Context: an optimization exercise on an open-source flow, tuned for small area, a short achievable clock period and few clock cycles per item. The choices shown serve that exercise and are no tape-out recipe. At most, simulation tests tie the RTL to the original design; equivalence was not proved. For run 6, only the layout was checked, not whether the RTL still works. Power figures rest on the tool's default switching activity, not on a simulated workload.

==> flow/standard.sh <==
#!/bin/bash
# synth_recipe.tcl (not shown) runs the flow's synth.tcl, then flattens the netlist and writes it again
# the make line also repeats each setting of config.mk as NAME=value (left out here)
make -C /OpenROAD-flow-scripts/flow DESIGN_CONFIG=/design/flow/config.mk WORK_HOME=/design/flow/orfs CLKGATE_MAP_FILE= SYNTH_SCRIPT=/design/flow/synth_recipe.tcl "${@:-finish}"
==> flow/flow/pins_pre.tcl <==
# Put the clock pin alone in the middle of the left edge; place_pins keeps the
# stretch around it free (see PLACE_PINS_ARGS in run.sh), so no other pin sits
# one track from it.
set die [ord::get_die_area]
set ymid [expr {([lindex $die 1] + [lindex $die 3]) / 2.0}]
place_pin -pin_name clk -layer met3 -location [list 0.4 $ymid] -force_to_die_boundary
==> flow/design.v <==
package t2t_pkg;
    parameter int unsigned MAC_CLK_FREQ_MHZ  = 156;     
    parameter int unsigned CORE_CLK_FREQ_MHZ = 300;     
    parameter int unsigned PCIE_CLK_FREQ_MHZ = 125;     
    parameter int unsigned CSR_CLK_FREQ_MHZ  = 100;     
    parameter int unsigned AXI_DATA_WIDTH    = 64;      
    parameter int unsigned AXI_KEEP_WIDTH    = AXI_DATA_WIDTH / 8;
    parameter int unsigned TIMESTAMP_WIDTH   = 64;      
    parameter int unsigned MAX_SYMBOLS       = 1024;
    parameter int unsigned SYMBOL_IDX_WIDTH  = $clog2(MAX_SYMBOLS);   
    parameter int unsigned SYMBOL_KEY_WIDTH  = 64;      
    parameter int unsigned BOOK_BANKS        = 4;
    parameter int unsigned PRICE_WIDTH       = 32;
    parameter int unsigned QTY_WIDTH         = 32;
    parameter int unsigned DMA_RECORD_BYTES  = 64;
    parameter int unsigned DMA_RING_DEPTH    = 65536;
    parameter int unsigned DMA_IDX_WIDTH     = $clog2(DMA_RING_DEPTH);   
    parameter int unsigned ITCH_SEQ_WIDTH    = 32;
    parameter int unsigned ITCH_ORDERID_WIDTH = 64;
    typedef enum logic [7:0] {
        ITCH_SYSTEM_EVENT       = 8'h53,   
        ITCH_STOCK_DIRECTORY    = 8'h52,   
        ITCH_STOCK_TRADING_ACTION = 8'h48,  
        ITCH_REG_SHO            = 8'h59,   
        ITCH_MARKET_PARTICIPANT = 8'h4C,   
        ITCH_MWCB_DECLINE       = 8'h56,   
        ITCH_MWCB_STATUS        = 8'h57,   
        ITCH_IPO_QUOTE          = 8'h4B,   
        ITCH_ADD_ORDER          = 8'h41,   
        ITCH_ADD_ORDER_MPID     = 8'h46,   
        ITCH_ORDER_EXECUTED     = 8'h45,   
        ITCH_ORDER_EXECUTED_PX  = 8'h43,   
        ITCH_ORDER_CANCEL       = 8'h58,   
        ITCH_ORDER_DELETE       = 8'h44,   
        ITCH_ORDER_REPLACE      = 8'h55,   
        ITCH_TRADE              = 8'h50,   
        ITCH_CROSS_TRADE        = 8'h51,   
        ITCH_BROKEN_TRADE       = 8'h42,   
        ITCH_NOII               = 8'h49,   
        ITCH_RPII               = 8'h4E,   
        ITCH_UNKNOWN            = 8'hFF
    } itch_msg_type_e;
    typedef enum logic {
        SIDE_BID = 1'b0,
        SIDE_ASK = 1'b1
    } side_e;
    typedef enum logic [3:0] {
        RISK_ACCEPT          = 4'h0,
        RISK_PRICE_BAND      = 4'h1,
        RISK_TOKEN_BUCKET    = 4'h2,
        RISK_POSITION_LIMIT  = 4'h3,
        RISK_KILL_SWITCH     = 4'h4,
        RISK_STALE_DATA      = 4'h5,
        RISK_SEQ_GAP         = 4'h6,
        RISK_HALT            = 4'h7,
        RISK_UNKNOWN_SYMBOL  = 4'h8,
        RISK_RESERVED        = 4'hF
    } risk_reason_e;
    typedef enum logic [3:0] {
        PARSE_OK             = 4'h0,
        PARSE_CRC_ERROR      = 4'h1,
        PARSE_LENGTH_ERROR   = 4'h2,
        PARSE_IP_CHECKSUM    = 4'h3,
        PARSE_UNSUPPORTED    = 4'h4,
        PARSE_TRUNCATED      = 4'h5
    } parse_error_e;
    typedef struct packed {
        logic [TIMESTAMP_WIDTH-1:0] ingress_ts;    
        logic                       crc_ok;         
        logic                       is_multicast;   
        logic [1:0]                 vlan_count;     
        logic [3:0]                 error_flags;    
    } mac_tuser_t;
    typedef struct packed {
        logic [TIMESTAMP_WIDTH-1:0] ingress_ts;
        logic [31:0]                src_ip;
        logic [31:0]                dst_ip;
        logic [15:0]                src_port;
        logic [15:0]                dst_port;
        logic [15:0]                udp_len;
        logic [15:0]                payload_offset;   
        logic [3:0]                 parse_error;
        logic                       is_valid;
    } parsed_pkt_t;
    typedef struct packed {
        logic [TIMESTAMP_WIDTH-1:0] ingress_ts;
        logic [TIMESTAMP_WIDTH-1:0] decode_ts;
        logic [ITCH_SEQ_WIDTH-1:0]  seq_num;
        itch_msg_type_e             msg_type;
        logic [SYMBOL_KEY_WIDTH-1:0] symbol_key;
        logic [SYMBOL_IDX_WIDTH-1:0] symbol_idx;
        logic                       symbol_valid;
        side_e                      side;
        logic [PRICE_WIDTH-1:0]     price;
        logic [QTY_WIDTH-1:0]       qty;
        logic [ITCH_ORDERID_WIDTH-1:0] order_id;
        logic                       is_book_update;   
        logic                       stale;            
        logic [3:0]                 error_flags;
    } itch_msg_t;
    typedef struct packed {
        logic [PRICE_WIDTH-1:0]     bid_px;
        logic [QTY_WIDTH-1:0]       bid_qty;
        logic [PRICE_WIDTH-1:0]     ask_px;
        logic [QTY_WIDTH-1:0]       ask_qty;
        logic [TIMESTAMP_WIDTH-1:0] last_update_ts;
        logic                       valid;
    } tob_entry_t;
    typedef struct packed {
        logic [TIMESTAMP_WIDTH-1:0] ingress_ts;
        logic [TIMESTAMP_WIDTH-1:0] book_ts;
        logic [SYMBOL_IDX_WIDTH-1:0] symbol_idx;
        tob_entry_t                 tob;
        logic [PRICE_WIDTH-1:0]     last_trade_px;
        logic [QTY_WIDTH-1:0]       last_trade_qty;
        logic                       tob_changed;
        logic                       trade_occurred;
        logic                       stale;
        itch_msg_type_e             trigger_msg_type;
    } book_event_t;
    typedef struct packed {
        book_event_t                book_event;
        logic [31:0]                ref_price;        
        logic signed [31:0]         position;         
        logic [31:0]                notional;         
    } risk_input_t;
    typedef struct packed {
        logic                       accept;
        risk_reason_e               reason;
        logic [TIMESTAMP_WIDTH-1:0] decision_ts;
        book_event_t                book_event;       
    } risk_output_t;
    typedef struct packed {
        logic [63:0]                reserved_hi;      
        logic [15:0]                pad;
        logic [15:0]                payload_crc16;
        logic [31:0]                feature2;         
        logic [31:0]                feature1;         
        logic [31:0]                feature0;         
        logic [31:0]                ref_px;
        logic [31:0]                price;
        logic [31:0]                qty;
        logic [7:0]                 flags;
        logic [7:0]                 side;
        logic [15:0]                sym_idx;
        logic [63:0]                ts_dec;
        logic [63:0]                ts_ing;
        logic [31:0]                reserved_lo;
        logic [31:0]                seq;
    } dma_record_t;
    typedef enum logic [11:0] {
        CSR_BUILD_ID        = 12'h000,
        CSR_CTRL            = 12'h004,
        CSR_PRICE_BAND_BPS  = 12'h008,
        CSR_TOKEN_RATE      = 12'h00C,
        CSR_POSITION_LIMIT  = 12'h010,
        CSR_STALE_USEC      = 12'h014,
        CSR_SEQ_GAP_THR     = 12'h018,
        CSR_KILL            = 12'h01C,
        CSR_SYMTAB_DATA     = 12'h020,
        CSR_SYMTAB_COMMIT   = 12'h040,
        CSR_LAT_HIST_BASE   = 12'h100,
        CSR_DROPS           = 12'h180,
        CSR_CRC_BAD         = 12'h184,
        CSR_SEQ_GAPS        = 12'h188,
        CSR_ACCEPTS         = 12'h18C,
        CSR_BLOCKS          = 12'h190,
        CSR_EVENT_LOG       = 12'h200,
        CSR_RING_BASE_LO    = 12'h300,
        CSR_RING_BASE_HI    = 12'h304,
        CSR_RING_LEN        = 12'h308,
        CSR_PROD_IDX        = 12'h320,
        CSR_CONS_IDX_SHADOW = 12'h324,
        CSR_MSIX_CFG        = 12'h328
    } csr_addr_e;
endpackage
module itch_decoder #(
    parameter int unsigned MAX_MSG_BYTES = 64
) (
    input  logic                    clk,
    input  logic                    rst_n,
    input  logic [MAX_MSG_BYTES*8-1:0] s_axis_tdata,
    input  logic [7:0]              s_axis_tkeep,
    input  logic                    s_axis_tlast,
    input  logic [95:0]             s_axis_tuser,
    input  logic                    s_axis_tvalid,
    output logic                    s_axis_tready,
    output t2t_pkg::itch_msg_t      decoded_msg,
    output logic                    decoded_valid,
    input  logic                    decoded_ready,
    output logic [t2t_pkg::SYMBOL_KEY_WIDTH-1:0] sym_lookup_key,
    output logic                    sym_lookup_valid,
    input  logic [t2t_pkg::SYMBOL_IDX_WIDTH-1:0] sym_lookup_idx,
    input  logic                    sym_lookup_hit,
    input  logic                    sym_lookup_ready,
    output logic [31:0]             stat_add_orders,
    output logic [31:0]             stat_executes,
    output logic [31:0]             stat_cancels,
    output logic [31:0]             stat_deletes,
    output logic [31:0]             stat_replaces,
    output logic [31:0]             stat_trades,
    output logic [31:0]             stat_unknown
);
    logic [7:0] in_type;
    logic       in_u, in_r, in_d, in_ecx, in_s, in_book;
    logic [63:0] in_order_id, in_symbol;
    logic [31:0] in_qty, in_price;
    logic        in_side;
    assign in_type = s_axis_tuser[63:56];
    assign in_u    = (in_type == 8'h55);
    assign in_r    = (in_type == 8'h52);
    assign in_d    = (in_type == 8'h44);
    assign in_ecx  = (in_type == 8'h45) || (in_type == 8'h43) || (in_type == 8'h58);
    assign in_s    = (in_type == 8'h53);
    assign in_book = (in_type == 8'h41) || (in_type == 8'h46) || (in_type == 8'h50) || in_ecx || in_d || in_u;
    assign in_order_id = in_u ?
        {s_axis_tdata[152 +: 8], s_axis_tdata[160 +: 8], s_axis_tdata[168 +: 8], s_axis_tdata[176 +: 8],
         s_axis_tdata[184 +: 8], s_axis_tdata[192 +: 8], s_axis_tdata[200 +: 8], s_axis_tdata[208 +: 8]} :
        {s_axis_tdata[88 +: 8],  s_axis_tdata[96 +: 8],  s_axis_tdata[104 +: 8], s_axis_tdata[112 +: 8],
         s_axis_tdata[120 +: 8], s_axis_tdata[128 +: 8], s_axis_tdata[136 +: 8], s_axis_tdata[144 +: 8]};
    assign in_symbol = in_r ?
        {s_axis_tdata[88 +: 8],  s_axis_tdata[96 +: 8],  s_axis_tdata[104 +: 8], s_axis_tdata[112 +: 8],
         s_axis_tdata[120 +: 8], s_axis_tdata[128 +: 8], s_axis_tdata[136 +: 8], s_axis_tdata[144 +: 8]} :
        {s_axis_tdata[192 +: 8], s_axis_tdata[200 +: 8], s_axis_tdata[208 +: 8], s_axis_tdata[216 +: 8],
         s_axis_tdata[224 +: 8], s_axis_tdata[232 +: 8], s_axis_tdata[240 +: 8], s_axis_tdata[248 +: 8]};
    always_comb begin
        if (in_u)
            in_qty = {s_axis_tdata[216 +: 8], s_axis_tdata[224 +: 8], s_axis_tdata[232 +: 8], s_axis_tdata[240 +: 8]};
        else if (in_d)
            in_qty = '0;
        else if (in_ecx)
            in_qty = {s_axis_tdata[152 +: 8], s_axis_tdata[160 +: 8], s_axis_tdata[168 +: 8], s_axis_tdata[176 +: 8]};
        else
            in_qty = {s_axis_tdata[160 +: 8], s_axis_tdata[168 +: 8], s_axis_tdata[176 +: 8], s_axis_tdata[184 +: 8]};
    end
    assign in_price = in_u ?
        {s_axis_tdata[248 +: 8], s_axis_tdata[256 +: 8], s_axis_tdata[264 +: 8], s_axis_tdata[272 +: 8]} :
        {s_axis_tdata[256 +: 8], s_axis_tdata[264 +: 8], s_axis_tdata[272 +: 8], s_axis_tdata[280 +: 8]};
    assign in_side = (s_axis_tdata[152 +: 8] != 8'h42);
    logic        emit_r, look_r, empty_r;
    logic        emit_i, look_i;
    logic        hold_r;
    logic        load;         
    logic        take_i;       
    logic [47:0] r_ts;
    logic [31:0] r_seq;
    logic [7:0]  r_type;
    logic        r_stale;
    logic [3:0]  r_err;        
    logic        r_book;       
    logic [63:0] r_order_id;
    logic [63:0] r_symbol;
    logic [31:0] r_qty;
    logic [31:0] r_price;
    logic        r_side;
    logic [9:0]  r_idx;
    logic        r_hit;
    logic in_needs_lk, take;
    logic [6:0] r_cls, in_cls;
    always_comb begin
        in_cls = 7'b1000000;
        case (in_type)
            8'h41, 8'h46: in_cls = 7'b0000001;
            8'h45, 8'h43: in_cls = 7'b0000010;
            8'h58:        in_cls = 7'b0000100;
            8'h44:        in_cls = 7'b0001000;
            8'h55:        in_cls = 7'b0010000;
            8'h50:        in_cls = 7'b0100000;
            default:      in_cls = 7'b1000000;
        endcase
    end
    assign in_needs_lk = (in_type == 8'h41) || (in_type == 8'h46) || (in_type == 8'h50) || in_r;
    assign decoded_valid = emit_r || (look_r && sym_lookup_ready);
    assign take          = decoded_valid && decoded_ready;
    assign s_axis_tready = empty_r || take;
    assign take_i = decoded_ready && (emit_i || (look_i && sym_lookup_ready));
    assign load   = empty_r || take_i;
    always_ff @(posedge clk or negedge rst_n) begin
        if (!rst_n) begin
            emit_r  <= 1'b0;
            look_r  <= 1'b0;
            empty_r <= 1'b1;
        end else if (s_axis_tready) begin
            emit_r  <= s_axis_tvalid && !in_needs_lk;
            look_r  <= s_axis_tvalid && in_needs_lk;
            empty_r <= !s_axis_tvalid;
        end else if (look_r && sym_lookup_ready) begin
            emit_r  <= 1'b1;
            look_r  <= 1'b0;
        end
    end
    always_ff @(posedge clk or negedge rst_n) begin
        if (!rst_n) begin
            emit_i <= 1'b0;
            look_i <= 1'b0;
            hold_r <= 1'b0;
        end else if (load) begin
            emit_i <= !in_needs_lk;
            look_i <= in_needs_lk;
            hold_r <= 1'b0;
        end else if (sym_lookup_ready) begin
            if (look_i) begin
                emit_i <= 1'b1;
                look_i <= 1'b0;
            end
            hold_r <= 1'b1;
        end
    end
    always_ff @(posedge clk) begin
        if (load) begin
            r_ts       <= s_axis_tuser[47:0];
            r_seq      <= s_axis_tuser[95:64];
            r_type     <= in_type;
            r_cls      <= s_axis_tvalid ? in_cls : 7'b0;
            r_stale    <= s_axis_tuser[55];
            r_err      <= (in_book || in_s || in_r) ? s_axis_tuser[51:48] : 4'hF;
            r_book     <= in_book;
            r_order_id <= in_order_id;
            r_symbol   <= in_symbol;
            r_qty      <= in_qty;
            r_price    <= in_price;
            r_side     <= in_side;
        end
        if (look_i) begin
            r_idx <= sym_lookup_idx;
            r_hit <= sym_lookup_hit;
        end
    end
    assign sym_lookup_valid = look_r;
    assign sym_lookup_key   = r_symbol;
    always_comb begin
        decoded_msg                = '0;
        decoded_msg.ingress_ts     = {16'h0, r_ts};
        decoded_msg.decode_ts      = '0;
        decoded_msg.seq_num        = r_seq;
        decoded_msg.msg_type       = t2t_pkg::itch_msg_type_e'(r_type);
        decoded_msg.symbol_key     = r_symbol;
        decoded_msg.symbol_idx     = hold_r ? r_idx : sym_lookup_idx;
        decoded_msg.symbol_valid   = hold_r ? r_hit : sym_lookup_hit;
        decoded_msg.side           = t2t_pkg::side_e'(r_side);
        decoded_msg.price          = r_price;
        decoded_msg.qty            = r_qty;
        decoded_msg.order_id       = r_order_id;
        decoded_msg.is_book_update = r_book;
        decoded_msg.stale          = r_stale;
        decoded_msg.error_flags    = r_err;
    end
    always_ff @(posedge clk or negedge rst_n) begin
        if (!rst_n) begin
            stat_add_orders <= '0;
            stat_executes   <= '0;
            stat_cancels    <= '0;
            stat_deletes    <= '0;
            stat_replaces   <= '0;
            stat_trades     <= '0;
            stat_unknown    <= '0;
        end else begin
            if (take_i && r_cls[0]) stat_add_orders <= stat_add_orders + 1'b1;
            if (take_i && r_cls[1]) stat_executes   <= stat_executes + 1'b1;
            if (take_i && r_cls[2]) stat_cancels    <= stat_cancels + 1'b1;
            if (take_i && r_cls[3]) stat_deletes    <= stat_deletes + 1'b1;
            if (take_i && r_cls[4]) stat_replaces   <= stat_replaces + 1'b1;
            if (take_i && r_cls[5]) stat_trades     <= stat_trades + 1'b1;
            if (take_i && r_cls[6]) stat_unknown    <= stat_unknown + 1'b1;
        end
    end
endmodule
module itch_decoder_top (
    input  logic          clk,
    input  logic          rst_n,
    input  logic [511:0]  s_axis_tdata,
    input  logic [7:0]    s_axis_tkeep,
    input  logic          s_axis_tlast,
    input  logic [95:0]   s_axis_tuser,
    input  logic          s_axis_tvalid,
    output logic          s_axis_tready,
    output logic [63:0]   dec_ingress_ts,
    output logic [63:0]   dec_decode_ts,
    output logic [31:0]   dec_seq_num,
    output logic [7:0]    dec_msg_type,
    output logic [63:0]   dec_symbol_key,
    output logic [9:0]    dec_symbol_idx,
    output logic          dec_symbol_valid,
    output logic          dec_side,
    output logic [31:0]   dec_price,
    output logic [31:0]   dec_qty,
    output logic [63:0]   dec_order_id,
    output logic          dec_is_book_update,
    output logic          dec_stale,
    output logic [3:0]    dec_error_flags,
    output logic          decoded_valid,
    input  logic          decoded_ready,
    output logic [63:0]   sym_lookup_key,
    output logic          sym_lookup_valid,
    input  logic [9:0]    sym_lookup_idx,
    input  logic          sym_lookup_hit,
    input  logic          sym_lookup_ready,
    output logic [31:0]   stat_add_orders,
    output logic [31:0]   stat_executes,
    output logic [31:0]   stat_cancels,
    output logic [31:0]   stat_deletes,
    output logic [31:0]   stat_replaces,
    output logic [31:0]   stat_trades,
    output logic [31:0]   stat_unknown
);
    t2t_pkg::itch_msg_t decoded_msg;
    itch_decoder #(
        .MAX_MSG_BYTES (64)
    ) u_decoder (
        .clk              (clk),
        .rst_n            (rst_n),
        .s_axis_tdata     (s_axis_tdata),
        .s_axis_tkeep     (s_axis_tkeep),
        .s_axis_tlast     (s_axis_tlast),
        .s_axis_tuser     (s_axis_tuser),
        .s_axis_tvalid    (s_axis_tvalid),
        .s_axis_tready    (s_axis_tready),
        .decoded_msg      (decoded_msg),
        .decoded_valid    (decoded_valid),
        .decoded_ready    (decoded_ready),
        .sym_lookup_key   (sym_lookup_key),
        .sym_lookup_valid (sym_lookup_valid),
        .sym_lookup_idx   (sym_lookup_idx),
        .sym_lookup_hit   (sym_lookup_hit),
        .sym_lookup_ready (sym_lookup_ready),
        .stat_add_orders  (stat_add_orders),
        .stat_executes    (stat_executes),
        .stat_cancels     (stat_cancels),
        .stat_deletes     (stat_deletes),
        .stat_replaces    (stat_replaces),
        .stat_trades      (stat_trades),
        .stat_unknown     (stat_unknown)
    );
    assign dec_ingress_ts     = decoded_msg.ingress_ts;
    assign dec_decode_ts      = decoded_msg.decode_ts;
    assign dec_seq_num        = decoded_msg.seq_num;
    assign dec_msg_type       = decoded_msg.msg_type;
    assign dec_symbol_key     = decoded_msg.symbol_key;
    assign dec_symbol_idx     = decoded_msg.symbol_idx;
    assign dec_symbol_valid   = decoded_msg.symbol_valid;
    assign dec_side           = decoded_msg.side;
    assign dec_price          = decoded_msg.price;
    assign dec_qty            = decoded_msg.qty;
    assign dec_order_id       = decoded_msg.order_id;
    assign dec_is_book_update = decoded_msg.is_book_update;
    assign dec_stale          = decoded_msg.stale;
    assign dec_error_flags    = decoded_msg.error_flags;
endmodule
==> flow/flow/run.sh <==
#!/bin/bash
# Own layout flow: the standard flow (standard.sh) with these changes:
#  - port buffers are buf_1 cells instead of the delay buffer buffer_ports picks by default
#    (every port still gets its own buffer);
#  - pins may sit one routing track apart, so the die can be much smaller than the pin count
#    would otherwise allow; the clock pin is placed alone mid-left (pins_pre.tcl).
# Each ORFS step logs to orfs/logs/...; standard.sh's own output goes to standard.log.
set -euo pipefail
here=$(pwd)
half=$(awk '/^export DIE_AREA/ {print ($5 + $7) / 2}' config.mk)
export BUFFER_PORTS_ARGS="-buffer_cell sky130_fd_sc_hd__buf_1"
export PLACE_PINS_ARGS="-min_distance 1 -min_distance_in_tracks -corner_avoidance 15 -exclude left:$(( ${half%.*} - 8 ))-$(( ${half%.*} + 8 ))"
export PRE_IO_PLACEMENT_TCL="$here/flow/pins_pre.tcl"
echo "PLACE_PINS_ARGS=$PLACE_PINS_ARGS" > run.log
bash standard.sh > standard.log 2>&1
==> flow/constraint.sdc <==
create_clock -name core_clock -period 3.3 [get_ports {clk}]
set_input_delay 0.6600 -clock core_clock [delete_from_list [all_inputs] [get_ports {clk}]]
set_output_delay 0.6600 -clock core_clock [all_outputs]
set_load 0.01 [all_outputs]
==> flow/config.mk <==
export PLATFORM = sky130hd
export DESIGN_NAME = itch_decoder_top
export DESIGN_NICKNAME = itch_decoder_top
export VERILOG_FILES = /design/flow/design.v
export SDC_FILE = /design/flow/constraint.sdc
export NUM_CORES = 4
export LEC_CHECK = 0
export CAP_MARGIN = 20
export CORE_AREA = 5 5 221 221
export CTS_CLUSTER_DIAMETER = 80
export CTS_CLUSTER_SIZE = 24
export DIE_AREA = 0 0 226 226
export SETUP_SLACK_MARGIN = 1.2
export SLEW_MARGIN = 20
==> results of run 1 <==
## final cells by class
| cell class | count | area (um^2) | area share [%] |
|---|---|---|---|
| tap | 607 | 759.5 | 2.599 |
| timing repair buffer | 959 | 4160 | 14.23 |
| clock inverter | 24 | 295.3 | 1.010 |
| multi-input combinational | 1015 | 8011 | 27.41 |
| inverter | 12 | 45.04 | 0.1541 |
| sequential | 535 | 14920 | 51.06 |
| clock buffer | 37 | 925.9 | 3.168 |
| antenna | 43 | 107.6 | 0.3682 |
## sequential cells by signal, indices dropped and copies added, names as in the netlist, 4 cells and up
| register | count |
|---|---|
| u_decoder.r_cls | 7 |
| u_decoder.r_err | 4 |
| u_decoder.r_idx | 10 |
| u_decoder.r_order_id | 64 |
| u_decoder.r_price | 32 |
| u_decoder.r_qty | 32 |
| u_decoder.r_seq | 32 |
| u_decoder.r_symbol | 64 |
| u_decoder.r_ts | 48 |
| u_decoder.r_type | 8 |
| u_decoder.stat_add_orders | 32 |
| u_decoder.stat_cancels | 32 |
| u_decoder.stat_deletes | 32 |
| u_decoder.stat_executes | 32 |
| u_decoder.stat_replaces | 32 |
| u_decoder.stat_trades | 32 |
| u_decoder.stat_unknown | 32 |
## cells in the final DEF, fill, tap and decap left out, types with 17 or more instances in the layout
cell	synthesis	routed
nand4_1	57	57
mux2_2	178	80
edfxtp_1	305	305
buf_6	1	17
conb_1	1	80
nor3_1	27	25
nand3_1	87	87
and4_1	27	24
clkbuf_16	0	37
buf_1	7	874
dfrtp_1	229	224
xor2_1	63	63
buf_4	152	42
nand2_1	94	93
mux2_4	0	98
diode_2	0	43
and3_1	57	57
xnor2_1	155	155
a221o_1	32	32
nor2_1	54	53
## where the power goes
part | total [mW] | switching [mW] | internal, mW
Combinational | 0.556 | 0.310 | 0.247
Sequential | 7.07 | 0.0000000000000000237 | 7.07
Clock | 4.88 | 2.51 | 2.37
## metrics by stage
stage                     hold slack (ns)  util (%)  setup slack (ns)  instances
after CTS                          0.2276     62.38             1.044       3176
after floorplan                    0.3644         -          -0.06869       1750
after detailed placement           0.4556     59.13            0.2787       3101
after global placement             0.4573     59.13            0.2847       3101
after global routing               0.2281     62.99             1.023       3221
final                              0.2204     63.05             1.088       3232
## critical path: cells and delay by family (launching register included)
kind,cells,cell delay (ns)
flops,1,0.38
mux,1,0.34
buf+inv,2,0.26
## metal layers
metal  vias up  share of wire [%]  global-route usage, %
li1       7676                  -                      -
met1      8937                 34                  38.11
met2      1106                 43                  49.60
met3       340                 13                  16.94
met4        18                9.8                  26.47
met5         -               0.11                      0
## worst paths after layout
kind / from / end / slack, ns / cells after the start
max reg2reg: u_decoder.look_i / u_decoder.r_ts[24] / 1.30 / 6
min: rst_n / u_decoder.stat_add_orders[7] / 0.22 / 2
max: u_decoder.hold_r / dec_symbol_idx[4] / 1.09 / 3
min reg2reg: u_decoder.stat_trades[31] / u_decoder.stat_trades[31] / 0.47 / 1
min in group core_clock: s_axis_tuser[86] / u_decoder.r_seq[22] / 0.26 / 1
max in group asynchronous: rst_n / u_decoder.hold_r / 2.54 / 2
## kinds of logic (layout without fill, tap and decap cells)
group                      after synthesis  count (layout)  synth area share (%)
muxes                                  179             179                 8.607
other                                    1             123               0.01602
adders and majority gates                7               7                0.3742
AOI/OAI and AO/OA                       51              52                 1.882
buffers and inverters                  201            1032                 5.752
xor gates and xnor gates               218             218                 8.158
and+or+nand+nor                        479             479                 11.48
DFF                                    535             535                 63.73
## timing repair
action,CTS,global route
gates cloned,1,0
gates resized for setup,63,33
buffers inserted,13,13
hold endpoints to repair,0,0
endpoints found under the setup margin,519,298
pin swaps,8,8
==> reports/results.tsv, run 1 <==
metric	value	unit
Ports	1301	
largest net degree at the start of global routing	116	
VDD IR max	0.5089	mV
CP dominant cell by count	buf_6	
pwr/cell area	427.9	nW/um^2
commonest cells in the netlist	edfxtp_1, dfrtp_1, mux2_2	
cells along the critical path	buf_6 -> mux2_2 -> buf_6	
number of nets in the layout	3197	
Synth Area per Inst	14.01	um^2
measured slew at the worst slew-check pin	0.8838	ns
endpoints failing hold	0	
leakage	11.30	nW
Tmin final	2.212	ns
max cap viols	0	
Post-CTS Hold Fix Bufs	0	
worst clock skew	0.01900	ns
Worst-path clk slew	0.09	ns
Initial Util	50.49	%
Max clock buf depth	3	
share of cells above drive strength 1	14.41	%
DR WL/cell	28.72	um
post-DP HPWL	74.43	mm
Layout area overhead	24.87	%
cell with the most instances after synthesis	edfxtp_1	
CTS Buf Count	34	
DIE WIDTH	226	um
post-synth cell types	56	
vias	18080	
Synth Register Bits	535	
worst-path maximum fanout	6	
Async SR Flop Fraction	42.99	%
share of Yosys cell area claimed by the top area cell type	39.13	%
slowest stage delay, CP	0.38	ns
CP Class	flip-flop to output pin	
gpl congestion	1.041	
Die Span Y	226	um
antenna violations before repair	65	
Top FF cell, synth	edfxtp_1	
Syn Inst Count	1671	
Port-buffer cells	897	
Syn Std Cell Area	23400	um^2
Hold Crit Class	primary input to async pin	
YS warnings	1	
synth top area cells	edfxtp_1, dfrtp_1, mux2_2, xnor2_1, buf_4	
gr ovfl total	0	
drc violations	0	
Routed WL	92.83	mm
Slew Limit Fails	0	
H-tree Lvls	2	
CTS tree	done	
RSZ-0062 raised after global routing	true	
TNS Setup	0	ns
Initial DRC Count	1577	
slowest CP cell	dfrtp_2	
fmax	452.0	MHz
period utilization	67.04	%
vias in the first global route	17310	
status	no timing/DRC/antenna violations	
worst skew pair latency	0.57	ns
Cell Area, Placed	27410	um^2
Worst EP required	2.64	ns
Final setup viols	0	
first-pass GRT wire length	124.5	mm
GRT Overall Usage	34.07	%
crit path launch type	flip-flop	
Site Rows	79	
Die ar.	51080	um^2
Root Buffer	clkbuf_16	
EDFF count, synth	305	
core box area	46360	um^2
drt pass-1 iters	5	
register area share after synthesis	63.73	%
CTS sink cnt	535	
post-route total power	12.51	mW
Slew Limit Headroom	40.46	%
vias per cell	5.593	
fillers	3790	
cell taking the most area after synthesis	edfxtp_1	
Final ANT Viol Nets	0	
crit end category	output pin	
cell area after layout	29230	um^2
data arrival time of the worst path	1.55	ns
Testbench counts, summed over its fixed seeds: cycles 17,920, items 16,000.
==> run 2: changes to the inputs <==
--- a/flow/config.mk
+++ b/flow/config.mk
@@ -11,4 +11,5 @@
 export CTS_CLUSTER_SIZE = 24
 export DIE_AREA = 0 0 226 226
-export SETUP_SLACK_MARGIN = 1.2
+export PLACE_DENSITY = 0.7
+export SETUP_SLACK_MARGIN = 1.1
 export SLEW_MARGIN = 20
==> run 2 against run 1 <==
Still clean. Critical path depth unchanged. Final area decreased by 1.3%. Clock skew increased by 0.0037 ns. Via count increased by 0.72%. Flip-flop and latch count unchanged. Die area unchanged. Worst hold slack got worse by 0.053 ns. Critical path type unchanged. Critical endpoint is now dec_symbol_idx[0]. Highest routed layer unchanged.
==> reports/results.tsv, run 2 <==
metric	value	unit
most frequent cells in the layout	buf_1, edfxtp_1, dfrtp_1, xnor2_1, mux2_4	
Die ar.	51080	um^2
gpl congestion	1.115	
data arrival time of the worst path	1.61	ns
Die Span Y	226	um
share of cells above drive strength 1	13.22	%
Worst-path clk slew	0.10	ns
Largest regs	u_decoder.r_order_id: 64 flops, u_decoder.r_symbol: 64 flops, u_decoder.r_ts: 48 flops	
largest net degree at the start of global routing	66	
Tmin final	2.272	ns
worst clock skew	0.02272	ns
commonest cells in the netlist	edfxtp_1, dfrtp_1, mux2_2	
Site Rows	79	
Initial Util	50.49	%
drt pass-1 iters	5	
Critical Path Sink	dec_symbol_idx[0]	
post-synth cell types	56	
reg2reg end	u_decoder.r_seq[24]	
PnR worst setup slack	1.028	ns
Final setup viols	0	
Synth Register Bits	535	
worst skew pair latency	0.61	ns
R2R setup slack	1.21	ns
Syn Inst Count	1671	
TNS Setup	0	ns
GRT Overall Usage	34.01	%
vias in the first global route	17750	
cell with the most instances after synthesis	edfxtp_1	
measured slew at the worst slew-check pin	0.8580	ns
EDFF count, synth	305	
number of nets in the layout	3187	
VDD IR max	0.5200	mV
Top FF cell, synth	edfxtp_1	
Root Buffer	clkbuf_16	
CTS Buf Count	31	
drc violations	0	
Initial DRC Count	1620	
Max clock buf depth	3	
commonest non-fill, non-tap cell in the layout	buf_1	
CP Class	flip-flop to output pin	
CTS tree	done	
status	no timing/DRC/antenna violations	
synth top area cells	edfxtp_1, dfrtp_1, mux2_2, xnor2_1, buf_4	
Layout area overhead	23.29	%
crit end category	output pin	
endpoints failing hold	0	
DR WL/cell	28.88	um
core box area	46360	um^2
crit path launch type	flip-flop	
register area share after synthesis	63.73	%
post-DP HPWL	74.89	mm
max cap viols	0	
Syn Std Cell Area	23400	um^2
Final ANT Viol Nets	0	
Hold Crit Class	primary input to async pin	
leakage	11.10	nW
Port-buffer cells	897	
Ports	1301	
Routed WL	93.34	mm
H-tree Lvls	1	
gr ovfl total	0	
worst-path maximum fanout	6	
Final Non-Filler Cells	3232	
pwr/cell area	415.2	nW/um^2
fillers	3752	
fmax	440.0	MHz
Slew Limit Headroom	42.80	%
vias per cell	5.634	
CTS sink cnt	535	
Async SR Flop Fraction	42.99	%
Worst EP required	2.64	ns
cells on worst reg2reg path	4	
RSZ-0062 raised after global routing	true	
Worst Hold Slack	0.1670	ns
dpl ws	0.4007	ns
vias	18210	
post-route total power	11.98	mW
cell taking the most area after synthesis	edfxtp_1	
YS warnings	1	
Synth Area per Inst	14.01	um^2
first-pass GRT wire length	125.0	mm
DIE WIDTH	226	um
Slew Limit Fails	0	
share of Yosys cell area claimed by the top area cell type	39.13	%
period utilization	68.86	%
antenna violations before repair	63	
placed cell count	3104	
Reg2Reg Launch Point	u_decoder.look_i	
critical path startpoint	u_decoder.hold_r	
==> run 2: cell counts after synthesis <==
No cell type changed its count.
==> run 2: worst max-delay path, stage by stage, from the launching register on <==
cell and delay, ns:
dfrtp_2 0.39, buf_6 0.13, mux2_2 0.35, buf_6 0.14
==> run 2: layout make-up <==
type / instances / area [um^2] / area share (%)
Clock buffer: 40 / 830.8 / 2.879
Antenna cell: 54 / 135.1 / 0.4683
Tap cell: 607 / 759.5 / 2.632
Multi-Input combinational cell: 1015 / 7924 / 27.46
Clock inverter: 17 / 190.2 / 0.6591
Inverter: 12 / 45.04 / 0.1561
Sequential cell: 535 / 14920 / 51.71
Timing Repair Buffer: 952 / 4049 / 14.03
==> run 2: cells by family (layout without fill, tap and decap cells) <==
| logic type | count (synthesis) | in the layout | synth area share [%] |
|---|---|---|---|
| flops | 535 | 535 | 63.73 |
| simple gates | 479 | 480 | 11.48 |
| xor+xnor | 218 | 218 | 8.158 |
| buf+inv | 201 | 1021 | 5.752 |
| mux | 179 | 179 | 8.607 |
| compound gates | 51 | 51 | 1.882 |
| fa+ha+maj | 7 | 7 | 0.3742 |
| other cells | 1 | 134 | 0.01602 |
==> run 2: what timing repair did <==
| action | CTS | global route |
|---|---|---|
| pin swaps | 3 | 3 |
| resized for setup | 26 | 38 |
| setup buffers | 11 | 5 |
| hold buffers | 0 | 0 |
| gates cloned | 0 | 1 |
| endpoints found under the hold margin | 0 | 0 |
| endpoints found under the setup margin | 234 | 94 |
==> run 2: worst min path at each step <==
stage / startpoint / endpoint / slack, ns / cells after the start
after floorplan: rst_n / u_decoder.emit_i / 0.36 / 0
after global placement: u_decoder.stat_cancels[31] / u_decoder.stat_cancels[31] / 0.46 / 1
after detailed placement: u_decoder.stat_executes[31] / u_decoder.stat_executes[31] / 0.47 / 1
after CTS: rst_n / u_decoder.stat_executes[12] / 0.18 / 1
after global routing: s_axis_tuser[90] / u_decoder.r_seq[26] / 0.19 / 1
final: rst_n / u_decoder.stat_executes[12] / 0.17 / 1
==> run 2: where the power goes <==
group / internal [mW] / switching (mW) / total [mW]
combinational: 0.245 / 0.316 / 0.561
sequential: 7.07 / 0.0000000000000000242 / 7.07
clock: 1.95 / 2.40 / 4.35
==> run 2: through the flow <==
stage / util [%] / area (um^2)
CTS: 61.62 / 28570
global placement: 59.08 / 27390
floorplan: - / 24280
detailed placement: 59.08 / 27390
finish: 62.24 / 28860
global route: 62.14 / 28810
==> run 2: metal layers <==
layer,wire length [um],track usage (%),up-vias
met5,56,0.3795,-
met4,9783,28.58,10
met3,12930,16.21,352
met2,40710,50.23,1271
met1,29870,36.85,8891
li1,-,-,7684
==> run 3: changes to the inputs <==
--- a/flow/config.mk
+++ b/flow/config.mk
@@ -8,8 +8,7 @@
 export CAP_MARGIN = 20
 export CORE_AREA = 5 5 221 221
-export CTS_CLUSTER_DIAMETER = 80
-export CTS_CLUSTER_SIZE = 24
+export CTS_CLUSTER_DIAMETER = 90
+export CTS_CLUSTER_SIZE = 27
 export DIE_AREA = 0 0 226 226
-export PLACE_DENSITY = 0.7
-export SETUP_SLACK_MARGIN = 1.1
+export SETUP_SLACK_MARGIN = 1.2
 export SLEW_MARGIN = 20
==> run 3 against run 2 <==
Still clean. Core utilization fell by 0.21 points. Worst hold slack gained 0.016 ns. Die area did not move. Clock-buffer cell count shrank 3. Sequential share of layout area is 0.17 points higher. Clock skew fell by 0.0037 ns. Critical path depth unchanged. Clock power down 16%. Combinational power shrank 1%. Final cell count fell by 0.46%. Largest power group unchanged.
==> reports/results.tsv, run 3 <==
metric	value	unit
status	no timing/DRC/antenna violations	
PnR worst setup slack	1.062	ns
vias per cell	5.572	
CTS sink cnt	535	
dpl ws	0.2787	ns
Syn Std Cell Area	23400	um^2
Worst-path clk slew	0.10	ns
Combinational Power Share	4.9	%
internal power	8.785	mW
largest net degree at the start of global routing	116	
DR WL/cell	28.70	um
post-DP HPWL	74.43	mm
pwr/cell area	392.2	nW/um^2
Site Rows	79	
share of cells above drive strength 1	13.46	%
CTS Buf Count	25	
sequential power share	62.7	%
Syn Inst Count	1671	
CP Class	flip-flop to output pin	
post-synth cell types	56	
GRT Overall Usage	33.77	%
DIE WIDTH	226	um
Max clock buf depth	3	
Slew Limit Fails	0	
period utilization	67.83	%
Sw Share	22.12	%
Synth Area per Inst	14.01	um^2
synth top area cells	edfxtp_1, dfrtp_1, mux2_2, xnor2_1, buf_4	
Final ANT Viol Nets	0	
drc violations	0	
Worst EP required	2.64	ns
Layout area overhead	22.88	%
Synth Register Bits	535	
worst skew pair latency	0.60	ns
number of nets in the layout	3185	
Tmin final	2.238	ns
Ports	1301	
measured slew at the worst slew-check pin	0.7866	ns
register area share after synthesis	63.73	%
leakage	11.11	nW
CTS tree	done	
commonest cells in the netlist	edfxtp_1, dfrtp_1, mux2_2	
Slew Limit Headroom	47.00	%
H-tree Lvls	1	
Port-buffer cells	897	
vias	17920	
Root Buffer	clkbuf_16	
commonest non-fill, non-tap cell in the layout	buf_1	
drt pass-1 iters	5	
Post-CTS Hold Fix Bufs	0	
Die ar.	51080	um^2
vias in the first global route	17170	
VDD IR max	0.3495	mV
endpoints failing hold	0	
worst clock skew	0.01902	ns
Hold Crit Class	primary input to async pin	
Top FF cell, synth	edfxtp_1	
Util after Layout	62.04	%
Initial Util	50.49	%
share of Yosys cell area claimed by the top area cell type	39.13	%
most frequent cells in the layout	buf_1, edfxtp_1, dfrtp_1, xnor2_1, mux2_4	
antenna violations before repair	65	
Routed WL	92.34	mm
data arrival time of the worst path	1.58	ns
Largest regs	u_decoder.r_order_id: 64 flops, u_decoder.r_symbol: 64 flops, u_decoder.r_ts: 48 flops	
fmax	446.7	MHz
max cap viols	0	
first-pass GRT wire length	124.0	mm
cell taking the most area after synthesis	edfxtp_1	
crit path launch type	flip-flop	
Die Span Y	226	um
RSZ-0062 raised after global routing	true	
power share of the clock group	32.4	%
core box area	46360	um^2
gpl congestion	1.041	
Async SR Flop Fraction	42.99	%
crit end category	output pin	
cell with the most instances after synthesis	edfxtp_1	
gr ovfl total	0	
EDFF count, synth	305	
Initial DRC Count	1646	
worst-path maximum fanout	6	
NetSw	2.495	mW
YS warnings	1	
Final setup viols	0	
run 3: repair_timing:
item | CTS | global route
setup buffers | 14 | 9
pin swaps | 8 | 9
endpoints found under the setup margin | 527 | 309
hold endpoints to repair | 0 | 0
gates resized for setup | 67 | 33
cloned | 1 | 0
run 3: layer usage:
| metal | wire length, um | up-vias | GRT usage [%] |
|---|---|---|---|
| met2 | 39560 | 1151 | 48.93 |
| met5 | 123 | - | 0.9488 |
| met4 | 9251 | 22 | 26.06 |
| met1 | 31310 | 8759 | 38.56 |
| met3 | 12100 | 340 | 15.88 |
| li1 | - | 7652 | - |
run 3: area by class of cell:
| type | count | area [um^2] |
|---|---|---|
| multi-input cells | 1015 | 8021 |
| diodes | 47 | 117.6 |
| repair buffers | 956 | 4156 |
| flip-flops and latches | 535 | 14920 |
| clock inverters | 8 | 67.56 |
| well taps | 607 | 759.5 |
| clock buffers | 37 | 670.6 |
| inverters | 12 | 45.04 |
| fillers | 3835 | 17600 |
run 3: kinds of logic (layout without fill, tap and decap cells):
kind of cell / count (synthesis) / count (layout) / share of synthesized area, %
other: 1 / 127 / 0.01602
multiplexers: 179 / 179 / 8.607
flip-flops: 535 / 535 / 63.73
XOR/XNOR: 218 / 218 / 8.158
AND/OR/NAND/NOR: 479 / 479 / 11.48
adder cells (fa/ha/maj): 7 / 7 / 0.3742
AO/OA/AOI/OAI: 51 / 52 / 1.882
buffers and inverters: 201 / 1013 / 5.752
run 3: critical path: stages (launching register included):
cell	delay, ns
dfrtp_2	0.43
buf_6	0.14
mux2_4	0.30
buf_6	0.13
run 3: power by group through the flow:
stage          logic (mW)  registers (mW)  clock network [mW]
2_1_floorplan       0.309            7.22                   0
3_3_place_gp        0.522            7.21                   0
3_5_place_dp        0.536            7.21                   0
4_1_cts             0.543            7.07                3.73
5_1_grt             0.601            7.07                3.94
6_report            0.554            7.07                3.66
run 3: worst paths after layout:
kind | endpoint | slack [ns] | cells after the start | startpoint
min in group core_clock | u_decoder.r_seq[9] | 0.24 | 1 | s_axis_tuser[73]
worst min register to register | u_decoder.stat_trades[31] | 0.47 | 1 | u_decoder.stat_trades[31]
worst max register to register | u_decoder.r_order_id[59] | 1.26 | 5 | u_decoder.look_i
worst max-delay path | dec_symbol_idx[0] | 1.06 | 3 | u_decoder.hold_r
max in group asynchronous | u_decoder.stat_unknown[5] | 2.60 | 2 | rst_n
worst min-delay path | u_decoder.stat_unknown[12] | 0.18 | 2 | rst_n
run 3: metrics by stage:
step	hold WS (ns)	power (mW)	std cells	instance area, um^2	setup TNS [ns]
5_1_grt	0.2048	11.62	3202	28720	0
6_report	0.1830	11.28	3217	28760	0
3_3_place_gp	0.4573	7.735	3101	27410	0
2_1_floorplan	0.3644	7.524	1750	24300	-20.25
4_1_cts	0.2003	11.34	3161	28460	0
3_5_place_dp	0.4556	7.750	3101	27410	0
==> run 4: changes to the inputs <==
--- a/flow/config.mk
+++ b/flow/config.mk
@@ -7,8 +7,8 @@
 export LEC_CHECK = 0
 export CAP_MARGIN = 20
-export CORE_AREA = 5 5 221 221
+export CORE_AREA = 5 5 215 215
 export CTS_CLUSTER_DIAMETER = 90
 export CTS_CLUSTER_SIZE = 27
-export DIE_AREA = 0 0 226 226
+export DIE_AREA = 0 0 220 220
 export SETUP_SLACK_MARGIN = 1.2
 export SLEW_MARGIN = 20
==> run 4 against run 3 <==
Wire length grew 4.9%. Power grew 1.4%. Worst hold slack gained 0.023 ns. Sequential share of layout area shrank 0.22 points. Flip-flop and latch count is the same. Clock-buffer cell count shrank 6. Core utilization grew 3.7 points. Via count grew 1.8%. Sequential power is essentially flat. Highest routed layer unchanged. Clock power grew 4%. Area after synthesis is the same. Die area shrank 5.2%.
==> reports/results.tsv, run 4 <==
metric	value	unit
status	no timing/DRC/antenna violations	
data arrival time of the worst path	1.61	ns
Final ANT Viol Nets	0	
worst clock skew	0.02869	ns
gpl congestion	1.049	
crit path launch type	flip-flop	
share of cells above drive strength 1	14.43	%
Tmin final	2.267	ns
Synth Area per Inst	14.01	um^2
DIE WIDTH	220	um
CTS Buf Count	25	
first-pass GRT wire length	127.4	mm
Post-CTS Hold Fix Bufs	0	
register area share after synthesis	63.73	%
slowest stage delay, CP	0.43	ns
synth top area cells	edfxtp_1, dfrtp_1, mux2_2, xnor2_1, buf_4	
drc violations	0	
drt pass-1 iters	5	
RSZ-0062 raised after global routing	true	
dpl ws	0.2793	ns
Worst-path clk slew	0.11	ns
GRT Overall Usage	37.32	%
H-tree Lvls	1	
Buf/Inv on CP	2	
most frequent cells in the layout	buf_1, edfxtp_1, dfrtp_1, xnor2_1, mux2_4	
TNS Setup	0	ns
Site Rows	77	
Combinational Power Share	5.0	%
share of Yosys cell area claimed by the top area cell type	39.13	%
Root Buffer	clkbuf_16	
Final setup viols	0	
Die ar.	48400	um^2
CTS sink cnt	535	
CTS tree	done	
Async SR Flop Fraction	42.99	%
Cell Area, Placed	27370	um^2
YS warnings	1	
EDFF count, synth	305	
worst-path maximum fanout	6	
cell area after layout	28880	um^2
largest net degree at the start of global routing	96	
Worst Hold Slack	0.2063	ns
Routed WL	96.86	mm
core box area	43930	um^2
pwr/cell area	396.1	nW/um^2
vias in the first global route	17260	
endpoints failing hold	0	
Sw Share	21.97	%
cell taking the most area after synthesis	edfxtp_1	
Worst EP required	2.64	ns
worst skew pair latency	0.60	ns
vias	18240	
Synth Register Bits	535	
leakage	11.26	nW
Final Non-Filler Cells	3202	
CP dominant cell by count	buf_6	
Port-buffer cells	897	
measured slew at the worst slew-check pin	0.8874	ns
Max clock buf depth	3	
vias per cell	5.698	
crit-path leading delay family	flip-flops	
Slew Limit Fails	0	
post-DP HPWL	77.59	mm
max cap viols	0	
Syn Inst Count	1671	
VDD IR max	0.4641	mV
crit end category	output pin	
Layout area overhead	23.40	%
post-synth cell types	56	
CP Class	flip-flop to output pin	
number of nets in the layout	3193	
Die Span Y	220	um
cells along the critical path	buf_6 -> mux2_4 -> buf_6	
NetSw	2.514	mW
Syn Std Cell Area	23400	um^2
gr ovfl total	0	
Util after Layout	65.74	%
antenna violations before repair	59	
commonest non-fill, non-tap cell in the layout	buf_1	
Ports	1301	
Top FF cell, synth	edfxtp_1	
internal power	8.928	mW
Hold Crit Class	primary input to async pin	
Initial Util	53.28	%
Largest regs	u_decoder.r_order_id: 64 flops, u_decoder.r_symbol: 64 flops, u_decoder.r_ts: 48 flops	
placed cell count	3086	
slowest CP cell	dfrtp_2	
DR WL/cell	30.25	um
post-route total power	11.44	mW
cell with the most instances after synthesis	edfxtp_1	
Slew Limit Headroom	40.22	%
period utilization	68.69	%
fmax	441.2	MHz
Initial DRC Count	1848	
power share of the clock group	33.2	%
sequential power share	61.8	%
commonest cells in the netlist	edfxtp_1, dfrtp_1, mux2_2	
PnR worst setup slack	1.033	ns
## run 4: cell counts after synthesis
Identical to the previous run, type by type.
## run 4: kinds of logic (layout without fill, tap and decap cells)
logic type,after synthesis,after routing,synth area share (%)
other,1,126,0.01602
xor gates and xnor gates,218,218,8.158
buffers and inverters,201,1011,5.752
DFF,535,535,63.73
muxes,179,179,8.607
AOI/OAI and AO/OA,51,54,1.882
and+or+nand+nor,479,480,11.48
adders and majority gates,7,7,0.3742
## run 4: worst register-to-register path: stages (launching register included)
cell and delay [ns]:
dfrtp_1 0.42, a21o_1 0.16, buf_4 0.21, nand2_4 0.13
nand2b_4 0.31, buf_4 0.47
## run 4: final timing paths
kind / endpoint / cells after the start / start / slack (ns)
max: dec_symbol_idx[5] / 3 / u_decoder.hold_r / 1.03
max in group asynchronous: u_decoder.stat_trades[29] / 2 / rst_n / 2.28
min in group core_clock: u_decoder.r_ts[11] / 1 / s_axis_tuser[11] / 0.21
max reg2reg: u_decoder.r_order_id[53] / 5 / u_decoder.look_i / 1.28
min reg2reg: u_decoder.stat_add_orders[31] / 1 / u_decoder.stat_add_orders[31] / 0.47
min: u_decoder.stat_trades[14] / 1 / rst_n / 0.21
## run 4: area by class of cell
type	instances	area, um^2
well taps	592	740.7
repair buffers	961	4212
clock buffers	31	689.4
inverters	12	45.04
multi-input cells	1018	8061
flip-flops and latches	535	14920
fillers	3634	15050
diodes	46	115.1
clock inverters	7	96.34
## run 4: power by group through the flow
stage	registers, mW	logic (mW)	clock network [mW]
after floorplan	7.22	0.309	0
after global placement	7.21	0.529	0
after detailed placement	7.21	0.546	0
after CTS	7.07	0.559	3.84
after global routing	7.07	0.620	4.08
final	7.07	0.573	3.80
## run 4: per-layer routing
metal,share of wire (%),global-route usage (%)
met1,33,41.37
met2,42,53.68
met3,14,18.29
met4,11,31.27
met5,0.14,0.7292
## run 4: repair_timing
item                       CTS  global route
pin swaps                    8             9
buffers inserted            18             8
setup endpoints to repair  266           168
gates resized for setup     73            31
gates cloned                 3             3
==> run 5: changes to the inputs <==
--- a/flow/flow/run.sh
+++ b/flow/flow/run.sh
@@ -10,5 +10,5 @@
 half=$(awk '/^export DIE_AREA/ {print ($5 + $7) / 2}' config.mk)
 export BUFFER_PORTS_ARGS="-buffer_cell sky130_fd_sc_hd__buf_1"
-export PLACE_PINS_ARGS="-min_distance 1 -min_distance_in_tracks -corner_avoidance 15 -exclude left:$(( ${half%.*} - 8 ))-$(( ${half%.*} + 8 ))"
+export PLACE_PINS_ARGS="-min_distance 1 -min_distance_in_tracks -corner_avoidance 10 -exclude left:$(( ${half%.*} - 8 ))-$(( ${half%.*} + 8 ))"
 export PRE_IO_PLACEMENT_TCL="$here/flow/pins_pre.tcl"
 echo "PLACE_PINS_ARGS=$PLACE_PINS_ARGS" > run.log
--- a/flow/config.mk
+++ b/flow/config.mk
@@ -7,8 +7,8 @@
 export LEC_CHECK = 0
 export CAP_MARGIN = 20
-export CORE_AREA = 5 5 215 215
-export CTS_CLUSTER_DIAMETER = 90
-export CTS_CLUSTER_SIZE = 27
-export DIE_AREA = 0 0 220 220
+export CORE_AREA = 5 5 209 209
+export CTS_CLUSTER_DIAMETER = 80
+export CTS_CLUSTER_SIZE = 24
+export DIE_AREA = 0 0 214 214
 export SETUP_SLACK_MARGIN = 1.2
 export SLEW_MARGIN = 20
==> run 5 against run 4 <==
Still clean. Clock skew is 0.0048 ns lower. Register-to-register slack worse by 0.08 ns. Worst setup slack worse by 0.0083 ns. Power is 3.8% higher. Fmax is 0.36% lower. First-iteration DRC count is 0.27% higher. Final area is 0.80% higher. Via count is 0.58% higher. Flip-flop and latch count stayed put. Largest cell class unchanged. Largest power group unchanged. Highest routed layer unchanged.
==> reports/results.tsv, run 5 <==
metric	value	unit
CTS Buf Count	31	
YS warnings	1	
cell with the most instances after synthesis	edfxtp_1	
commonest cells in the netlist	edfxtp_1, dfrtp_1, mux2_2	
register area share after synthesis	63.73	%
VDD IR max	0.5387	mV
Die ar.	45800	um^2
largest net degree at the start of global routing	86	
post-route total power	11.88	mW
first-pass GRT wire length	127.5	mm
Largest regs	u_decoder.r_order_id: 64 flops, u_decoder.r_symbol: 64 flops, u_decoder.r_ts: 48 flops	
commonest non-fill, non-tap cell in the layout	buf_1	
Port-buffer cells	897	
Root Buffer	clkbuf_16	
core box area	41020	um^2
vias	18350	
Synth Area per Inst	14.01	um^2
antenna violations before repair	58	
power share of the clock group	35.7	%
worst skew pair latency	0.63	ns
worst clock skew	0.02388	ns
pwr/cell area	408.1	nW/um^2
Initial DRC Count	1853	
Die Span Y	214	um
CTS tree	done	
Syn Std Cell Area	23400	um^2
CP Class	flip-flop to output pin	
Ports	1301	
post-DP HPWL	74.63	mm
H-tree Lvls	1	
EDFF count, synth	305	
gpl congestion	1.074	
Top FF cell, synth	edfxtp_1	
status	no timing/DRC/antenna violations	
Hold Crit Class	primary input to async pin	
Tmin final	2.275	ns
Slew Limit Headroom	52.56	%
synth top area cells	edfxtp_1, dfrtp_1, mux2_2, xnor2_1, buf_4	
number of nets in the layout	3204	
Worst EP required	2.64	ns
Sw Share	23.01	%
fillers	3079	
Synth Register Bits	535	
vias in the first global route	18060	
crit path launch type	flip-flop	
share of Yosys cell area claimed by the top area cell type	39.13	%
DIE WIDTH	214	um
vias per cell	5.780	
Worst-path clk slew	0.09	ns
Routed WL	93.36	mm
endpoints failing hold	0	
post-synth cell types	56	
Final setup viols	0	
Util after Layout	70.98	%
RSZ-0062 raised after global routing	true	
GRT Overall Usage	38.22	%
Slew Limit Fails	0	
drc violations	0	
worst-path maximum fanout	3	
measured slew at the worst slew-check pin	0.7041	ns
most frequent cells in the layout	buf_1, edfxtp_1, dfrtp_1, xnor2_1, mux2_4	
CTS sink cnt	535	
share of cells above drive strength 1	14.87	%
DR WL/cell	29.40	um
data arrival time of the worst path	1.62	ns
period utilization	68.94	%
sequential power share	59.5	%
Post-CTS Hold Fix Bufs	0	
crit end category	output pin	
Async SR Flop Fraction	42.99	%
Syn Inst Count	1671	
internal power	9.148	mW
fmax	439.6	MHz
Site Rows	74	
NetSw	2.734	mW
max cap viols	0	
drt pass-1 iters	5	
cell taking the most area after synthesis	edfxtp_1	
Combinational Power Share	4.8	%
Final ANT Viol Nets	0	
Max clock buf depth	3	
Layout area overhead	24.39	%
gr ovfl total	0	
leakage	11.31	nW
Initial Util	57.06	%
run 5: cell counts after synthesis:
Identical to the previous run, type by type.
run 5: cell families after synthesis:
family / Yosys count / share of synthesized area (%)
DFF: 535 / 63.73
and+or+nand+nor: 479 / 11.48
xor gates and xnor gates: 218 / 8.158
buffers and inverters: 201 / 5.752
muxes: 179 / 8.607
AOI/OAI and AO/OA: 51 / 1.882
adders and majority gates: 7 / 0.3742
other: 1 / 0.01602
run 5: final timing paths:
check	from	to	slack (ns)	cells after the start
max in group asynchronous	rst_n	u_decoder.stat_add_orders[25]	2.41	2
hold reg to reg	u_decoder.stat_trades[31]	u_decoder.stat_trades[31]	0.47	1
setup reg to reg	u_decoder.look_r	u_decoder.emit_r	1.20	13
hold / removal	rst_n	u_decoder.stat_trades[26]	0.06	1
min in group core_clock	s_axis_tuser[13]	u_decoder.r_ts[13]	0.20	1
setup / recovery	u_decoder.hold_r	dec_symbol_idx[9]	1.02	3
run 5: layout make-up:
cell class | count | area, um^2 | area share (%)
clock inverters | 19 | 182.7 | 0.6275
flip-flops and latches | 535 | 14920 | 51.26
well taps | 532 | 665.6 | 2.286
repair buffers | 969 | 4324 | 14.85
clock buffers | 39 | 805.8 | 2.768
inverters | 12 | 45.04 | 0.1547
diodes | 54 | 135.1 | 0.4642
multi-input cells | 1015 | 8030 | 27.58
run 5: through the flow:
step	cell area, um^2	hold slack, ns	std cells	TNS [ns]	setup WS [ns]
6_report	29110	0.05577	3175	0	1.025
5_1_grt	29090	0.07901	3164	0	0.9682
4_1_cts	28580	0.06366	3102	0	1.018
3_5_place_dp	27280	0.4634	3024	0	0.3763
3_3_place_gp	27280	0.4540	3024	0	0.4279
2_1_floorplan	24300	0.3644	1750	-20.25	-0.06869
run 5: power by group through the flow:
stage	clock (mW)	combinational, mW	sequential [mW]
after floorplan	0	0.309	7.22
after global placement	0	0.529	7.21
after detailed placement	0	0.545	7.21
after CTS	4.26	0.549	7.07
after global routing	4.54	0.614	7.07
final	4.24	0.572	7.07
run 5: metal layers:
metal | track usage, % | vias to the layer above | routed length, um
met5 | 1.146 | - | 76
met4 | 39.55 | 12 | 11290
met3 | 20.91 | 373 | 13520
met2 | 52.29 | 1376 | 39050
met1 | 40.14 | 8864 | 29420
li1 | - | 7725 | -
run 5: what timing repair did:
item | 4_1_cts | 5_1_grt
endpoints found under the setup margin | 512 | 346
gates cloned | 0 | 3
pin swaps | 4 | 9
gates resized for setup | 63 | 42
setup buffers | 20 | 16
run 5: critical path, cell delays in order (launching register included):
cell     delay, ns
dfrtp_2       0.39
buf_4         0.13
mux2_2        0.35
buf_6         0.14
==> run 6: changes to the inputs <==
--- a/flow/design.v
+++ b/flow/design.v
@@ -322,5 +322,10 @@
             r_side     <= in_side;
         end
-        if (look_i) begin
+    end
+    always_ff @(posedge clk) begin
+        if (load) begin
+            r_idx <= '0;
+            r_hit <= 1'b0;
+        end else if (look_i && sym_lookup_ready) begin
             r_idx <= sym_lookup_idx;
             r_hit <= sym_lookup_hit;
@@ -336,6 +341,6 @@
         decoded_msg.msg_type       = t2t_pkg::itch_msg_type_e'(r_type);
         decoded_msg.symbol_key     = r_symbol;
-        decoded_msg.symbol_idx     = hold_r ? r_idx : sym_lookup_idx;
-        decoded_msg.symbol_valid   = hold_r ? r_hit : sym_lookup_hit;
+        decoded_msg.symbol_idx     = r_idx | (sym_lookup_idx & {10{!hold_r}});
+        decoded_msg.symbol_valid   = r_hit | (sym_lookup_hit & !hold_r);
         decoded_msg.side           = t2t_pkg::side_e'(r_side);
         decoded_msg.price          = r_price;
--- a/flow/flow/run.sh
+++ b/flow/flow/run.sh
@@ -10,5 +10,5 @@
 half=$(awk '/^export DIE_AREA/ {print ($5 + $7) / 2}' config.mk)
 export BUFFER_PORTS_ARGS="-buffer_cell sky130_fd_sc_hd__buf_1"
-export PLACE_PINS_ARGS="-min_distance 1 -min_distance_in_tracks -corner_avoidance 10 -exclude left:$(( ${half%.*} - 8 ))-$(( ${half%.*} + 8 ))"
+export PLACE_PINS_ARGS="-min_distance 1 -min_distance_in_tracks -corner_avoidance 15 -exclude left:$(( ${half%.*} - 8 ))-$(( ${half%.*} + 8 ))"
 export PRE_IO_PLACEMENT_TCL="$here/flow/pins_pre.tcl"
 echo "PLACE_PINS_ARGS=$PLACE_PINS_ARGS" > run.log
--- a/flow/config.mk
+++ b/flow/config.mk
@@ -7,8 +7,8 @@
 export LEC_CHECK = 0
 export CAP_MARGIN = 20
-export CORE_AREA = 5 5 209 209
-export CTS_CLUSTER_DIAMETER = 80
-export CTS_CLUSTER_SIZE = 24
-export DIE_AREA = 0 0 214 214
+export CORE_AREA = 5 5 221 221
+export CTS_CLUSTER_DIAMETER = 90
+export CTS_CLUSTER_SIZE = 27
+export DIE_AREA = 0 0 226 226
 export SETUP_SLACK_MARGIN = 1.2
 export SLEW_MARGIN = 20
==> run 6 against run 5 <==
Area after synthesis is essentially flat. Highest routed layer unchanged. Final area is 0.98% lower. Flip-flop and latch count unchanged. Register-to-register slack improved by 0.12 ns. Critical path depth increased by 4. Global-route usage decreased by 2.4 points.
==> reports/results.tsv, run 6 <==
metric	value	unit
Worst-path clk slew	0.11	ns
busiest layer in global routing	met2	
Buf/Inv on CP	3	
Tmin final	2.172	ns
worst skew pair latency	0.61	ns
leakage	11.15	nW
Top FF cell, synth	edfxtp_1	
crit path launch type	primary input	
most frequent cells in the layout	buf_1, edfxtp_1, dfrtp_1, xnor2_1, nand2_1	
max cap viols	0	
Ports	1301	
register area share after synthesis	63.28	%
endpoints failing hold	0	
met2 Usage GRT	52.00	%
gpl congestion	1.120	
largest net degree at the start of global routing	65	
Slew Limit Headroom	41.88	%
post-route total power	15.64	mW
dpl ws	0.4659	ns
vias in the first global route	17150	
number of nets in the layout	3224	
period utilization	65.83	%
crit end category	flip-flop	
Final Non-Filler Cells	3273	
share of Yosys cell area claimed by the top area cell type	37.74	%
H-tree Lvls	1	
synth top area cells	edfxtp_1, dfrtp_1, mux2_2, xnor2_1, buf_4	
RSZ-0062 raised after global routing	true	
Synth Register Bits	535	
status	no timing/DRC/antenna violations	
commonest cells in the netlist	edfxtp_1, dfrtp_1, xnor2_1	
slowest stage delay, CP	0.45	ns
placed cell count	3136	
YS warnings	1	
Max clock buf depth	3	
pwr/cell area	542.6	nW/um^2
CTS sink cnt	535	
Final ANT Viol Nets	0	
cells along the critical path	buf_6 -> or3b_4 -> nor2_4 -> and4_4 -> buf_4 -> buf_12 -> mux2_2	
DIE WIDTH	226	um
Final setup viols	0	
vias	18280	
Worst path depth	7	
CP Class	primary input to flip-flop	
fmax	460.4	MHz
Synth Area per Inst	13.71	um^2
Worst EP required	3.67	ns
CTS tree	done	
drc violations	0	
vias per cell	5.586	
cells on worst reg2reg path	6	
worst clock skew	0.01737	ns
post-synthesis simple-gate area fraction	11.43	%
GRT met1 Usage	38.34	%
largest family of logic cells by synthesized area	simple AND/OR/NAND/NOR gates	
Largest regs	u_decoder.r_order_id: 64 flops, u_decoder.r_symbol: 64 flops, u_decoder.r_ts: 48 flops	
Layout area overhead	23.22	%
commonest non-fill, non-tap cell in the layout	buf_1	
XOR/XNOR Fraction of Synth Area	8.199	%
Util after Layout	62.18	%
adder-cell area share of the yosys netlist	0.3744	%
Initial Util	50.47	%
GRT Overall Usage	35.82	%
Hold Crit Class	primary input to async pin	
post-synthesis mux area share	8.723	%
antenna violations before repair	77	
Initial DRC Count	1602	
TNS Setup	0	ns
share of cells above drive strength 1	13.59	%
post-DP HPWL	80.34	mm
drt pass-1 iters	5	
Cell Area, Placed	27180	um^2
Compound-Gate Fraction of Synth Area	2.166	%
PnR worst setup slack	1.128	ns
Root Buffer	clkbuf_16	
fillers	3884	
first-pass GRT wire length	128.5	mm
measured slew at the worst slew-check pin	0.8626	ns
GR Util met3	16.59	%
Site Rows	79	
EDFF count, synth	294	
cell with the most instances after synthesis	edfxtp_1	
data arrival time of the worst path	2.54	ns
Port-buffer cells	897	
Post-CTS Hold Fix Bufs	0	
DR WL/cell	30.27	um
VDD IR max	0.4226	mV
Syn Inst Count	1706	
Async SR Flop Fraction	42.99	%
slowest CP cell	or3b_4	
core box area	46360	um^2
worst-path maximum fanout	24	
cell area after layout	28830	um^2
gr ovfl total	0	
Slew Limit Fails	0	
CTS Buf Count	26	
post-synth cell types	52	
Routed WL	99.07	mm
Syn Std Cell Area	23390	um^2
Worst Hold Slack	0.1888	ns
Die ar.	51080	um^2
crit-path leading delay family	simple AND/OR/NAND/NOR gates	
Die Span Y	226	um
cell taking the most area after synthesis	edfxtp_1	
run 6: cells by family after synthesis:
| group | Yosys count |
|---|---|
| other | 1 |
| adders and majority gates | 7 |
| buffers and inverters | 203 |
| xor gates and xnor gates | 219 |
| muxes | 183 |
| and+or+nand+nor | 486 |
| AOI/OAI and AO/OA | 72 |
| DFF | 535 |
run 6: repair_timing:
| item | in CTS | in global routing |
|---|---|---|
| gates resized for setup | 40 | 43 |
| setup endpoints to repair | 157 | 118 |
| buffers inserted | 16 | 5 |
| pin swaps | 9 | 7 |
| cloned | 1 | 5 |
run 6: final timing paths:
path	from	endpoint	slack, ns
worst max-delay path	s_axis_tuser[61]	u_decoder.r_price[20]	1.13
worst min-delay path	rst_n	u_decoder.stat_deletes[15]	0.19
worst max register to register	u_decoder.stat_add_orders[11]	u_decoder.stat_add_orders[30]	1.32
worst min register to register	u_decoder.r_idx[1]	u_decoder.r_idx[1]	0.46
max in group asynchronous	rst_n	u_decoder.stat_trades[24]	2.35
min in group core_clock	s_axis_tuser[89]	u_decoder.r_seq[25]	0.22
run 6: power by group:
part           switching [mW]  internal, mW
registers               0.521          7.96
clock network            2.27          1.77
logic                    2.22         0.903
run 6: layout make-up:
type / count / area (um^2) / share of cell area [%]
Inverter: 11 / 43.79 / 0.1519
Tap cell: 607 / 759.5 / 2.635
Timing Repair Buffer: 963 / 4305 / 14.93
Antenna cell: 62 / 155.1 / 0.5382
Clock buffer: 35 / 705.7 / 2.448
Multi-Input combinational cell: 1047 / 7874 / 27.31
Clock inverter: 13 / 177.7 / 0.6163
Sequential cell: 535 / 14810 / 51.36
run 6: per-layer routing:
| metal | wire length (um) | vias to the layer above |
|---|---|---|
| met3 | 13060 | 370 |
| met1 | 31340 | 8958 |
| met4 | 11390 | 24 |
| li1 | - | 7731 |
| met5 | 157 | - |
| met2 | 43120 | 1199 |

[afterwards: timing with drivers on the ports]
How much do the figures lean on ideal ports? The routed layouts below were timed once more, with nothing changed but the port constraints.
Step 1 sets driving cells, clkbuf_16 on the clock port and buf_2 on the other inputs (assumed; they add their load-dependent delay and slew).
Step 2 times the ports against the registers' clock, not the clock port: input delays grow and output delays shrink by t, the midpoint of the rising clock arrivals with the driver on.
Three values: ideal, step 1, step 2; two values: the first two.
| run | t, ns | setup WS [ns] | hold WS [ns] | clock arrival spread, ns | worst data-port slew with drivers (ns) |
|---|---|---|---|---|---|
| run 1 | 0.602 | 1.088 / 1.045 / 0.588 | 0.220 / 0.221 / 0.468 | 0.022 / 0.022 | 0.21 |
| run 2 | 0.649 | 1.028 / 0.981 / 0.362 | 0.167 / 0.155 / 0.479 | 0.043 / 0.043 | 0.21 |
| run 3 | 0.627 | 1.062 / 1.018 / 0.593 | 0.183 / 0.179 / 0.471 | 0.024 / 0.024 | 0.20 |
| run 4 | 0.634 | 1.033 / 0.989 / 0.585 | 0.206 / 0.192 / 0.475 | 0.042 / 0.042 | 0.20 |
| run 5 | 0.652 | 1.025 / 0.983 / 0.602 | 0.056 / 0.044 / 0.474 | 0.031 / 0.032 | 0.21 |
| run 6 | 0.642 | 1.128 / 1.092 / 0.486 | 0.189 / 0.174 / 0.462 | 0.021 / 0.022 | 0.24 |
After both steps setup and hold are still met in every run listed. The setup slack of run 2, which loses most, moves by -0.047 ns with the drivers and by -0.666 ns with both steps.
